What follows belongs to an exercise in optimizing a design on an open flow for small area and a short achievable clock period; a production flow would make more cautious choices.
The RTL was checked by simulation tests, not by an equivalence proof against the original design.

== v26 ==
// square_extractor
module square_extractor #(
	parameter WIDTH = 32
)(
	input clk,     
	input rst_n,   
	input din_valid,
	input [2 * WIDTH - 1:0]radicand,
	output dout_valid,
	output [WIDTH - 1:0]dout,
	output [2 * WIDTH - 1:0]remainder
);
Size: ~9400 cells after synthesis, roughly 1500 flip-flops, ~65000 um2 of cells after synthesis.
clock: 5.5 ns
lec_check: 0
abc_area: 1
cap_margin: 20
core_margin: 2
core_utilization: 40
cts_cluster_diameter: 200
cts_cluster_size: 20
place_density: 0.75
setup_slack_margin: 3.1
slew_margin: 20
standard.sh (not shown) runs the stock make flow with config.mk's settings and CLKGATE_MAP_FILE= SYNTH_SCRIPT=/design/flow/synth_recipe.tcl, a recipe that flattens the netlist after the stock synthesis.
==> flow/flow/run.sh <==
#!/bin/bash
# Own flow: the standard layout (standard.sh, all steps unchanged), except
# that synthesis skips Yosys's extract_fa step and maps the combinational
# logic with flow/abc.script (ORFS's abc_area.script); see flow/synth.tcl.
# Each step's full output goes to a log file of its own in this folder.
set -euo pipefail
W=$(pwd)
export OWN_WORK=$W
export OWN_ABC_SCRIPT=$W/flow/abc.script
for step in synth floorplan place cts route finish; do
  bash standard.sh SYNTH_SCRIPT=$W/flow/synth.tcl $step > $W/$step.log 2>&1
done
==> flow/flow/abc.script <==
strash
dch
map -B 0.9
topo
stime -c
buffer -c
upsize -c
dnsize -c
==> flow/flow/synth.tcl <==
# The standard flow's synthesis script (synth_recipe.tcl in the work folder), without
# Yosys's extract_fa step (ORFS's mapping of full and half adders onto the
# library's fa/ha cells) and with Yosys's abc pass run on flow/abc.script.
# Only the mapping of the combinational logic changes; the flip-flops and
# their names are the standard synthesis's.
proc extract_fa {args} { puts "own flow: extract_fa skipped" }
proc abc {args} {
  set i [lsearch $args -script]
  lset args [expr {$i + 1}] $::env(OWN_ABC_SCRIPT)
  puts "own flow: abc $args"
  yosys abc {*}$args
}
source $::env(OWN_WORK)/synth_recipe.tcl
Edits applied to the flow inputs when going from v26 to v58:
- SETUP_SLACK_MARGIN now 3.2, was 3.1
- PLACE_DENSITY no longer set, was 0.75
## What came out
Lower global-route wire length before repair goes to v26 over v58. v26 → v58: post-placement setup slack down 0.23 ns; via count of the first global-routing pass dropped about 0.46%.
Setup changes, v58 to v27
- PLACE_DENSITY: unset -> 0.45
- SETUP_SLACK_MARGIN: 3.2 -> 3.1
### Flow results
- As far as simple logic cell fraction of the synthesized area goes, v58 and v27 are indistinguishable; the numbers are identical.
- Max post-route cell area across v27 and v58: v58
- Between v58 and v27, the setup slack does not differ in any meaningful way.
diff inputs: v27 => v25
- PLACE_DENSITY removed (was 0.45)
- SETUP_SLACK_MARGIN changed from 3.1 to 3.15
--- outcome ---
Compared with v27, in v25 via count up 1250; post-route met1 wirelength down 3600 um; share of the clock period used by the worst path after layout flat.

---

== run 1 ==
Another version of the RTL of square_extractor (not shown whole).
For scale: about 10000 cells after synthesis, ~1700 flip-flops, roughly 160 I/O pins.
==> flow/config.mk <==
export PLATFORM = sky130hd
export DESIGN_NAME = square_extractor
export DESIGN_NICKNAME = square_extractor
export VERILOG_FILES = /design/flow/design.v
export SDC_FILE = /design/flow/constraint.sdc
export NUM_CORES = 8
export LEC_CHECK = 0
export ABC_AREA = 1
export CAP_MARGIN = 20
export CORE_MARGIN = 2
export CORE_UTILIZATION = 40
export CTS_CLUSTER_DIAMETER = 100
export CTS_CLUSTER_SIZE = 25
export SETUP_SLACK_MARGIN = 3.05
export SLEW_MARGIN = 20
==> flow/constraint.sdc <==
create_clock -name core_clock -period 5.5 [get_ports {clk}]
set_input_delay 1.1000 -clock core_clock [delete_from_list [all_inputs] [get_ports {clk}]]
set_output_delay 1.1000 -clock core_clock [all_outputs]
set_load 0.01 [all_outputs]
run.sh (not shown) runs the stock make flow with config.mk's settings and CLKGATE_MAP_FILE= SYNTH_SCRIPT=/design/flow/synth_recipe.tcl, a recipe that flattens the netlist after the stock synthesis.
Stock flow here: none of the scripts above is used.
Run 1 completed every stage of the flow, and the final layout passed the timing, DRC and antenna checks.
Edits applied to the flow inputs when going from run 1 to run 2:
- changing SETUP_SLACK_MARGIN from 3.05 to 3
- changing ABC_AREA from 1 to 0
- changing CTS_CLUSTER_DIAMETER from 100 to 60
- changing CTS_CLUSTER_SIZE from 25 to 30
Results
- [compare] base=run 1 new=run 2: xor/xnor share of the synthesized area went up, wire length lost 33%, area share of buffers outside the clock network now sits higher.
Relative to run 2, the following input files were edited for run 3:
- ABC_AREA: 0 -> 1
- SETUP_SLACK_MARGIN: 3 -> 3.05
- CTS_CLUSTER_DIAMETER: 60 -> 250
- CTS_CLUSTER_SIZE: 30 -> 25
==> flow/flow/run.sh (new file) <==
#!/bin/bash
# Own flow: the standard layout (standard.sh), except that synthesis maps
# the combinational logic with flow/abc.script (see flow/synth.tcl).  Each
# step's full output goes to a log file of its own in this folder.
set -euo pipefail
W=$(pwd)
export OWN_WORK=$W
export OWN_ABC_SCRIPT=$W/flow/abc.script
for step in synth floorplan place cts route finish; do
  bash standard.sh SYNTH_SCRIPT=$W/flow/synth.tcl $step > $W/$step.log 2>&1
done
==> flow/flow/abc.script (new file) <==
strash
dch
map -D 900
topo
stime -c
buffer -c
upsize -c
dnsize -c
==> flow/flow/synth.tcl (new file) <==
# The standard flow's synthesis script (synth_recipe.tcl in the work folder), with Yosys's
# abc pass run on flow/abc.script instead of ORFS's script.  Only the mapping
# of the combinational logic changes; the flip-flops and their names are the
# standard synthesis's.
proc abc {args} {
  set i [lsearch $args -script]
  lset args [expr {$i + 1}] $::env(OWN_ABC_SCRIPT)
  puts "own flow: abc $args"
  yosys abc {*}$args
}
source $::env(OWN_WORK)/synth_recipe.tcl
==> flow/standard.sh (new file) <==
#!/bin/bash
# synth_recipe.tcl (not shown) runs the flow's synth.tcl, then flattens the netlist and writes it again
# the make line also repeats each setting of config.mk as NAME=value (left out here)
make -C /OpenROAD-flow-scripts/flow DESIGN_CONFIG=/design/flow/config.mk WORK_HOME=/design/flow/orfs CLKGATE_MAP_FILE= SYNTH_SCRIPT=/design/flow/synth_recipe.tcl "${@:-finish}"
removed: flow/run.sh
==> run notes <==
Row non-clock buffer total of the final layout: run 3 lower / run 2 higher
The final reports for run 3 and run 2 show number of nets in the layout higher in the former.
Cmp run 3 and run 2 / worst setup slack / lower: run 2
Termination of the worst setup path = r_s18[3]: run 2; termination of the worst setup path = r_s15[0]: run 3

==> what the ideal ports hide <==
The results above use ideal ports. As a check the final layouts listed here were re-extracted and re-timed, cells and wires unchanged.
Step 1: set_driving_cell puts a clkbuf_16 on clk and a buf_2 on each other input, an assumption about the parent block.
Step 2 moves the port delays by t, midway between the first and last clock arrival at a register: inputs arrive t later, outputs are due t later. That takes back most of the time a late clock gives input paths.
Three values: ideal, step 1, step 2; two values: the first two.
| run | t (ns) | setup WS [ns] | worst register clock-pin slew, ns | worst slew at a driven data input, ns |
|---|---|---|---|---|
| v26 | 0.774 | 3.146 / 3.093 / 2.560 | 0.10 / 0.10 | 0.06 |
| v58 | 0.815 | 3.155 / 3.074 / 2.604 | 0.10 / 0.10 | 0.09 |
| v27 | 0.800 | 3.157 / 3.077 / 2.599 | 0.10 / 0.10 | 0.10 |
| v25 | 0.804 | 3.164 / 3.079 / 2.556 | 0.10 / 0.10 | 0.07 |
| run 1 | 0.818 | 3.039 / 3.039 / 2.644 | 0.11 / 0.11 | 0.13 |
| run 2 | 0.843 | 2.177 / 2.177 / 2.177 | 0.10 / 0.10 | 0.05 |
| run 3 | 0.826 | 3.043 / 3.019 / 2.460 | 0.12 / 0.12 | 0.11 |
After both steps every run listed still meets setup and hold. For v25, which loses most, drivers alone change the setup slack by -0.085 ns; drivers and shift together by -0.608 ns.
